From an optimization exercise on the open Yosys and OpenROAD flow, aimed at small area; shortcuts taken in it are not production practice. Function was checked by simulation only, so behaviour that the tests miss may differ from the original. No driver is modelled on the clock port, so clocking that relies on it looks cheaper here than on a real chip.

job 7729:
## layer_1
module layer_1(
  input clk,
  input reset,
  input in_valid,
  input [7:0] pxl_in,
  output [8:0] pool_out,
  output out_valid
);
  reg [7:0] pd;
  reg ivd;
  always @(posedge clk) begin
    pd <= pxl_in;
    ivd <= in_valid;
  end
  reg [1023:0] ch;
  always @(posedge clk)
    if (ivd) ch <= {ch[1015:0], pd};
  reg [4:0] row, col;
  always @(posedge clk or posedge reset)
    if (reset) begin
      row <= 5'd0; col <= 5'd0;
    end else if (in_valid) begin
      col <= col + 5'd1;
      if (col == 5'd31) row <= row + 5'd1;
    end
  reg v0, v1, vo;
  reg xo0, yo0, xo1, yo1;
  always @(posedge clk or posedge reset)
    if (reset) begin
      v0 <= 1'b0; v1 <= 1'b0; vo <= 1'b0;
    end else begin
      v0 <= in_valid && row >= 5'd4 && col >= 5'd4;
      v1 <= v0;
      vo <= v1 && xo1 && yo1;
    end
  always @(posedge clk) begin
    xo0 <= col[0]; yo0 <= row[0];
    xo1 <= xo0; yo1 <= yo0;
  end
  reg [14:0] a1;
  reg [16:0] a2, a3;
  reg [17:0] a4;
  reg [3:0] nzh;
  wire nz_col = (|ch[1023:1016]) | (|ch[767:760]) | (|ch[511:504]) | (|ch[255:248]) | (|pd[7:0]);
  wire nz = (|nzh) | (|ch[767:760]) | (|ch[511:504]) | (|ch[255:248]);
  wire n1 = ch[1016] ^ ch[760];
  wire n2 = ch[1016] & ch[760];
  wire n3s, n3c;
  fadd un3 (ch[1017], ch[761], n2, n3s, n3c);
  wire n4s, n4c;
  fadd un4 (ch[1018], ch[762], n3c, n4s, n4c);
  wire n5s, n5c;
  fadd un5 (ch[1019], ch[763], n4c, n5s, n5c);
  wire n6s, n6c;
  fadd un6 (ch[1020], ch[764], n5c, n6s, n6c);
  wire n7s, n7c;
  fadd un7 (ch[1021], ch[765], n6c, n7s, n7c);
  ...
For scale: roughly 1800 cells after synthesis, ~1300 flip-flops, roughly 45000 um^2 of cells after synthesis.
==> flow/config.mk <==
export PLATFORM = sky130hd
export DESIGN_NAME = layer_1
export DESIGN_NICKNAME = layer_1
export VERILOG_FILES = /design/flow/design.v
export SDC_FILE = /design/flow/constraint.sdc
export NUM_CORES = 4
export LEC_CHECK = 0
export CAP_MARGIN = 20
export CORE_MARGIN = 2
export CORE_UTILIZATION = 40
export CTS_CLUSTER_DIAMETER = 100
export CTS_CLUSTER_SIZE = 30
export SLEW_MARGIN = 20
export SYNTH_HIERARCHICAL = 1
export SYNTH_MINIMUM_KEEP_SIZE = 0
==> flow/constraint.sdc <==
create_clock -name core_clock -period 12.0 [get_ports {clk}]
set_input_delay 2.4000 -clock core_clock [delete_from_list [all_inputs] [get_ports {clk}]]
set_output_delay 2.4000 -clock core_clock [all_outputs]
set_load 0.01 [all_outputs]
standard.sh (not shown) runs the stock make flow with config.mk's settings and CLKGATE_MAP_FILE= SYNTH_SCRIPT=/design/flow/synth_recipe.tcl, a recipe that flattens the netlist after the stock synthesis.
==> flow/flow/run.sh <==
#!/bin/bash
# The standard layout, with two changes: clock tree synthesis adds no dummy
# loads, and the port buffers are the smallest buffer.
set -euo pipefail
export CTS_ARGS="-sink_clustering_enable -repair_clock_nets -sink_clustering_size 30 -sink_clustering_max_diameter 100 -dont_use_dummy_load"
export BUFFER_PORTS_ARGS="-buffer_cell sky130_fd_sc_hd__buf_1"
bash ./standard.sh > standard.log 2>&1
Relative to job 7729, the following input files were edited for job 3328:
==> flow/flow/run.sh <==
#!/bin/bash
# The standard layout, with two changes: clock tree synthesis adds no dummy
# loads, and the port buffers are the smallest buffer.
set -euo pipefail
export CTS_ARGS="-sink_clustering_enable -repair_clock_nets -sink_clustering_size 34 -sink_clustering_max_diameter 100 -dont_use_dummy_load"
export BUFFER_PORTS_ARGS="-buffer_cell sky130_fd_sc_hd__buf_1"
bash ./standard.sh > standard.log 2>&1
diff --git a/flow/config.mk b/flow/config.mk
--- a/flow/config.mk
+++ b/flow/config.mk
@@ -8,7 +8,8 @@
 export CAP_MARGIN = 20
 export CORE_MARGIN = 2
-export CORE_UTILIZATION = 40
+export CORE_UTILIZATION = 60
 export CTS_CLUSTER_DIAMETER = 100
 export CTS_CLUSTER_SIZE = 30
+export PLACE_DENSITY = 0.7
 export SLEW_MARGIN = 20
 export SYNTH_HIERARCHICAL = 1
Notes after the runs:
Job 7729 → job 3328: number of global-route vias before repair went down by 1.7%; clock period minus final worst setup slack shows a reduction of 0.073 ns.
Diff job 3328..job 7729 | adder and majority cell fraction of the synthesized area | unchanged
Setup slack in job 3328 is larger than in job 7729.
From job 7729 to job 3328 the numbers moved as follows: growth of design area from synthesis to finish has decreased, met3 wirelength from detailed routing has increased, layout inverter count without the clock tree has remained practically unchanged, count of clock-buffer cells in the layout has decreased.
## Diff of input files: job 3128 against job 3328
==> flow/flow/run.sh <==
#!/bin/bash
# The standard layout, with two changes: clock tree synthesis adds no dummy
# loads, and the port buffers are the smallest buffer.
set -euo pipefail
export CTS_ARGS="-sink_clustering_enable -repair_clock_nets -sink_clustering_size 30 -sink_clustering_max_diameter 100 -dont_use_dummy_load"
export BUFFER_PORTS_ARGS="-buffer_cell sky130_fd_sc_hd__buf_1"
bash ./standard.sh > standard.log 2>&1
diff --git a/flow/config.mk b/flow/config.mk
--- a/flow/config.mk
+++ b/flow/config.mk
@@ -8,8 +8,8 @@
 export CAP_MARGIN = 20
 export CORE_MARGIN = 2
-export CORE_UTILIZATION = 60
+export CORE_UTILIZATION = 40
 export CTS_CLUSTER_DIAMETER = 100
 export CTS_CLUSTER_SIZE = 30
-export PLACE_DENSITY = 0.7
+export GPL_TIMING_DRIVEN = 0
 export SLEW_MARGIN = 20
 export SYNTH_HIERARCHICAL = 1
[summary]
- As of job 3128, average routed wire per standard cell had fallen by more than 10% compared to job 3328.
- Job 3128 ended with less per-cell via count in the routed design than job 3328.
- The wire length the detailed router placed on met1 of job 3128 exceeds that of job 3328 by 3.7%.
diff inputs: job 3128 => job 6637
==> flow/flow/run.sh <==
#!/bin/bash
# The standard layout, with two changes: clock tree synthesis adds no dummy
# loads, and the port buffers are the smallest buffer.
set -euo pipefail
export CTS_ARGS="-sink_clustering_enable -repair_clock_nets -sink_clustering_size 35 -sink_clustering_max_diameter 70 -dont_use_dummy_load"
export BUFFER_PORTS_ARGS="-buffer_cell sky130_fd_sc_hd__buf_1"
bash ./standard.sh > standard.log 2>&1
diff --git a/flow/config.mk b/flow/config.mk
--- a/flow/config.mk
+++ b/flow/config.mk
@@ -8,8 +8,8 @@
 export CAP_MARGIN = 20
 export CORE_MARGIN = 2
-export CORE_UTILIZATION = 40
+export CORE_UTILIZATION = 60
 export CTS_CLUSTER_DIAMETER = 100
 export CTS_CLUSTER_SIZE = 30
-export GPL_TIMING_DRIVEN = 0
+export PLACE_DENSITY = 0.7
 export SLEW_MARGIN = 20
 export SYNTH_HIERARCHICAL = 1
### Flow results
Job 6637 finished all stages; the layout is clean.
Fmax | job 6637 vs job 3128 | job 6637 faster
When job 6637 is measured against job 3128, its initial standard-cell utilization of the core turns out 20 points higher.
The run showing the smaller layout buffer count excluding clock buffers is job 6637.
Number of cells in the design after placement: job 3128 and job 6637 compared, lower one is job 6637
Delta (job 6637 minus job 3128): wire length on met1 shows a reduction of 960 um, setup slack of the critical path after layout shows an increase of 0.074 ns, post-route minimum period shows a reduction of 0.074 ns, global routing usage on met3 shows an increase of 0.91 points.
Of job 3128 and job 6637, the lower placed instance area belongs to job 6637.
Job 6637 vs job 3128: cell row count down in job 6637

* * *

job 3088:
layer_1, a different RTL version from the one above (not shown whole).
For scale: roughly 2600 cells after synthesis, roughly 1200 flip-flops, roughly 51000 um2 of cells after synthesis.
Design layer_1, start of the top module:
module layer_1(
  input clk,
  input reset,
  input in_valid,
  input [7:0] pxl_in,
  output [8:0] pool_out,
  output out_valid
);
Settings: LEC_CHECK=0, CAP_MARGIN=20, CORE_MARGIN=2, CORE_UTILIZATION=40, CTS_CLUSTER_DIAMETER=100, CTS_CLUSTER_SIZE=30, SLEW_MARGIN=20; clock period 12.0 ns.
run.sh (not shown) runs the stock make flow with config.mk's settings and CLKGATE_MAP_FILE= SYNTH_SCRIPT=/design/flow/synth_recipe.tcl, a recipe that flattens the netlist after the stock synthesis.
Stock flow here: none of the scripts above is used.
Job 3088 reached the end of the flow, and the finished layout is clean on the timing, design-rule and antenna checks.
For job 3728, these inputs were changed with respect to job 3088:
Settings: a deleted CTS_CLUSTER_DIAMETER that had been 100; a deleted CTS_CLUSTER_SIZE that had been 30.
[summary]
Between job 3088 and job 3728, count of clock-buffer cells in the layout is lower for job 3088, job 3728 comes in above that. The register share of the cell area number comes out lower for job 3728 vs job 3088. Job 3728 falls short of job 3088 in initial DRC count. From job 3088 to job 3728, die outline area did not move at all. Taking job 3088 as the reference point, the time the final worst path needs with I/O delays and setup of job 3728 rises by 22 ps. Job 3088 → job 3728: fraction of layout cells with a size suffix above 1 now larger; clock network area share shows an increase of 4.5 points. Number of standard cells in the final layout excluding fillers in job 3728 is 3.7% higher than in job 3088.
Input changes introduced in job 837 (baseline for comparison: job 3728):
Settings: CTS_BUF_LIST: unset -> sky130_fd_sc_hd__clkbuf_8; CTS_CLUSTER_SIZE: unset -> 30.
--- outcome ---
- Looking at the reports, job 837 completed the entire flow and the layout it produced met the timing, design-rule and antenna checks.
- The fraction of area in multi-input gates was comparable across job 837 and job 3728.
- Job 837 packs its core more loosely than job 3728.
- Summary of job 837 over job 3728: final cell count without fillers went up, overall via count from detail_route increased by about 1.6% relative to the old numbers, design area went down, initial antenna violation count went up, sequential cell count essentially unchanged.
- Job 837: post-route worst hold slack is 13 ps lower than what job 3728 reported.

* * *

Another version of the RTL of layer_1 (not shown whole).
For scale: about 1,900 cells after synthesis, about 1,300 flip-flops, about 21 I/O pins.
## layer_1
module layer_1(
  input clk,
  input reset,
  input in_valid,
  input [7:0] pxl_in,
  output [8:0] pool_out,
  output out_valid
);
==> flow/config.mk <==
export PLATFORM = sky130hd
export DESIGN_NAME = layer_1
export DESIGN_NICKNAME = layer_1
export VERILOG_FILES = /design/flow/design.v
export SDC_FILE = /design/flow/constraint.sdc
export NUM_CORES = 4
export LEC_CHECK = 0
export CAP_MARGIN = 20
export CORE_MARGIN = 2
export CORE_UTILIZATION = 40
export CTS_CLUSTER_DIAMETER = 100
export CTS_CLUSTER_SIZE = 30
export SLEW_MARGIN = 20
export SYNTH_HIERARCHICAL = 1
export SYNTH_MINIMUM_KEEP_SIZE = 0
==> flow/constraint.sdc <==
create_clock -name core_clock -period 12.0 [get_ports {clk}]
set_input_delay 2.4000 -clock core_clock [delete_from_list [all_inputs] [get_ports {clk}]]
set_output_delay 2.4000 -clock core_clock [all_outputs]
set_load 0.01 [all_outputs]
The starting point went through all stages and came out clean.
Edit:
CORE_UTILIZATION = 65   (was 40)
PLACE_DENSITY = 0.75   (was default)
Outcome: Die area came out lower by 38%. Clock skew barely changes. Global-route usage rose by 6.5 points. Via count is lower by 1.1%. Non-clock buffer count goes down by 1.
Edit:
==> flow/flow/run.sh (new file) <==
#!/bin/bash
# The standard layout, with two changes: clock tree synthesis adds no dummy
# loads, and the port buffers are the smallest buffer.
set -euo pipefail
export CTS_ARGS="-sink_clustering_enable -repair_clock_nets -sink_clustering_size 30 -sink_clustering_max_diameter 100 -dont_use_dummy_load"
export BUFFER_PORTS_ARGS="-buffer_cell sky130_fd_sc_hd__buf_1"
bash ./standard.sh > standard.log 2>&1
==> flow/standard.sh (new file) <==
#!/bin/bash
# synth_recipe.tcl (not shown) runs the flow's synth.tcl, then flattens the netlist and writes it again
# the make line also repeats each setting of config.mk as NAME=value (left out here)
make -C /OpenROAD-flow-scripts/flow DESIGN_CONFIG=/design/flow/config.mk WORK_HOME=/design/flow/orfs CLKGATE_MAP_FILE= SYNTH_SCRIPT=/design/flow/synth_recipe.tcl "${@:-finish}"
CORE_UTILIZATION = 40   (was 65)
PLACE_DENSITY = default   (was 0.75)
removed: flow/run.sh
Non-clock buffer count increases by 3; critical path depth is unchanged.

* * *

== run 1 ==
Another version of the RTL of layer_1 (not shown whole).
For scale: ~1800 cells after synthesis, about 1300 flip-flops, about 21 I/O pins.
==> flow/config.mk <==
export PLATFORM = sky130hd
export DESIGN_NAME = layer_1
export DESIGN_NICKNAME = layer_1
export VERILOG_FILES = /design/flow/design.v
export SDC_FILE = /design/flow/constraint.sdc
export NUM_CORES = 4
export LEC_CHECK = 0
export CAP_MARGIN = 20
export CORE_MARGIN = 2
export CORE_UTILIZATION = 40
export CTS_CLUSTER_DIAMETER = 100
export CTS_CLUSTER_SIZE = 30
export SLEW_MARGIN = 20
export SYNTH_HIERARCHICAL = 1
export SYNTH_MINIMUM_KEEP_SIZE = 0
==> flow/constraint.sdc <==
create_clock -name core_clock -period 12.0 [get_ports {clk}]
set_input_delay 2.4000 -clock core_clock [delete_from_list [all_inputs] [get_ports {clk}]]
set_output_delay 2.4000 -clock core_clock [all_outputs]
set_load 0.01 [all_outputs]
standard.sh (not shown) runs the stock make flow with config.mk's settings and CLKGATE_MAP_FILE= SYNTH_SCRIPT=/design/flow/synth_recipe.tcl, a recipe that flattens the netlist after the stock synthesis.
==> flow/flow/run.sh <==
#!/bin/bash
# The standard layout, with two changes: clock tree synthesis adds no dummy
# loads, and the port buffers are the smallest buffer.
set -euo pipefail
export CTS_ARGS="-sink_clustering_enable -repair_clock_nets -sink_clustering_size 30 -sink_clustering_max_diameter 100 -dont_use_dummy_load"
export BUFFER_PORTS_ARGS="-buffer_cell sky130_fd_sc_hd__buf_1"
bash ./standard.sh > standard.log 2>&1
> inputs changed (run 1 -> run 2)
# run 1
export LEC_CHECK = 0
export CAP_MARGIN = 20
export CORE_MARGIN = 2
export CORE_UTILIZATION = 40
export CTS_CLUSTER_DIAMETER = 100
export CTS_CLUSTER_SIZE = 30
export SLEW_MARGIN = 20
export SYNTH_HIERARCHICAL = 1
export SYNTH_MINIMUM_KEEP_SIZE = 0
create_clock -name core_clock -period 12.0 [get_ports {clk}]
# run 2
export LEC_CHECK = 0
export CAP_MARGIN = 20
export CORE_MARGIN = 2
export CORE_UTILIZATION = 40
export CTS_CLUSTER_DIAMETER = 100
export CTS_CLUSTER_SIZE = 30
export PLACE_DENSITY = 0.85
export SLEW_MARGIN = 20
export SYNTH_HIERARCHICAL = 1
export SYNTH_MINIMUM_KEEP_SIZE = 0
create_clock -name core_clock -period 12.0 [get_ports {clk}]
==> flow/flow/run.sh <==
#!/bin/bash
# The standard layout, with two changes: clock tree synthesis adds no dummy
# loads, and the port buffers are the smallest buffer.
set -euo pipefail
export CTS_ARGS="-sink_clustering_enable -repair_clock_nets -sink_clustering_size 36 -sink_clustering_max_diameter 60 -dont_use_dummy_load"
export BUFFER_PORTS_ARGS="-buffer_cell sky130_fd_sc_hd__buf_1"
bash ./standard.sh > standard.log 2>&1
### Flow results
Run 1 → run 2: headroom to the max-slew limit increased 0.54 points, slack of the critical path down 0.049 ns, count of instances resized after the clock tree is built was more or less identical. Run 2 vs. run 1: via count of the first global-routing pass went up by 338.
Input-level comparison between run 3 and run 2:
# run 2
export LEC_CHECK = 0
export CAP_MARGIN = 20
export CORE_MARGIN = 2
export CORE_UTILIZATION = 40
export CTS_CLUSTER_DIAMETER = 100
export CTS_CLUSTER_SIZE = 30
export PLACE_DENSITY = 0.85
export SLEW_MARGIN = 20
export SYNTH_HIERARCHICAL = 1
export SYNTH_MINIMUM_KEEP_SIZE = 0
create_clock -name core_clock -period 12.0 [get_ports {clk}]
# run 3
export LEC_CHECK = 0
export CAP_MARGIN = 20
export CORE_MARGIN = 2
export CORE_UTILIZATION = 40
export CTS_CLUSTER_DIAMETER = 100
export CTS_CLUSTER_SIZE = 30
export SLEW_MARGIN = 20
export SYNTH_HIERARCHICAL = 1
export SYNTH_MINIMUM_KEEP_SIZE = 0
create_clock -name core_clock -period 12.0 [get_ports {clk}]
==> flow/flow/run.sh <==
#!/bin/bash
# The standard layout, with two changes: clock tree synthesis adds no dummy
# loads, and the port buffers are the smallest buffer.
set -euo pipefail
export CTS_ARGS="-sink_clustering_enable -repair_clock_nets -sink_clustering_size 33 -sink_clustering_max_diameter 100 -dont_use_dummy_load"
export BUFFER_PORTS_ARGS="-buffer_cell sky130_fd_sc_hd__buf_1"
bash ./standard.sh > standard.log 2>&1
[summary]
- Run 3: done, clean on timing, DRC and antenna
- Run 3 vs run 2: global placement routability congestion down in run 3
- Taking run 2 as the reference, in run 3 final cell count moved down; combined flip-flop and latch cell area level.
- Summary of run 3 over run 2: global-route usage now sits at about the same level; worst setup slack now sits higher; pin count of the biggest net entering global routing now sits higher; met2 wire length now sits lower; cell area reported after detailed placement now sits at about the same level.
- Re wire length: run 3 and run 2 aren't equal, and the lower value belongs to run 3.
- Run 2 reports its beginning of the critical path as ch[1016] while run 3 reports ch[1018].
- Reported for run 3 and run 2, final hold violation count turned out identical to the last digit.
- Re number of synthesized flops with an enable pin: no difference whatsoever between run 2 and run 3.

[what the ideal ports hide]
The flow's constraints put no driver on any port. The routed layouts listed below were extracted and timed again, unchanged, in two steps.
Step 1, drivers: a clkbuf_16 drives clk and a buf_2 each remaining input, both assumed.
Step 2, shift: input delay + t, output delay - t, t = (earliest + latest rising clock arrival at the registers) / 2. This alone moves slack from input paths to output paths.
Slacks: ideal ports / drivers / drivers and shift; pairs: ideal ports / drivers.
run	t (ns)	slack for setup (ns)	latest minus earliest clock arrival (ns)
job 7729	0.689	0.335 / 0.335 / 0.335	0.074 / 0.075
job 3328	0.671	0.408 / 0.408 / 0.408	0.070 / 0.070
job 3128	0.680	0.304 / 0.304 / 0.304	0.069 / 0.069
job 6637	0.683	0.378 / 0.378 / 0.378	0.104 / 0.103
job 3088	0.756	1.734 / 1.734 / 1.734	0.043 / 0.043
job 3728	0.829	1.712 / 1.712 / 1.712	0.036 / 0.035
job 837	0.959	1.687 / 1.687 / 1.687	0.075 / 0.076
the first run of note 3	0.710	0.829 / 0.829 / 0.829	0.030 / 0.030
the second run of note 3	0.687	0.802 / 0.802 / 0.802	0.040 / 0.040
the third run of note 3	0.681	0.798 / 0.798 / 0.798	0.095 / 0.094
run 1	0.696	0.747 / 0.747 / 0.747	0.075 / 0.075
run 2	0.666	0.698 / 0.698 / 0.698	0.073 / 0.073
run 3	0.678	0.709 / 0.709 / 0.709	0.117 / 0.117
After both steps setup and hold are still met in every run listed.
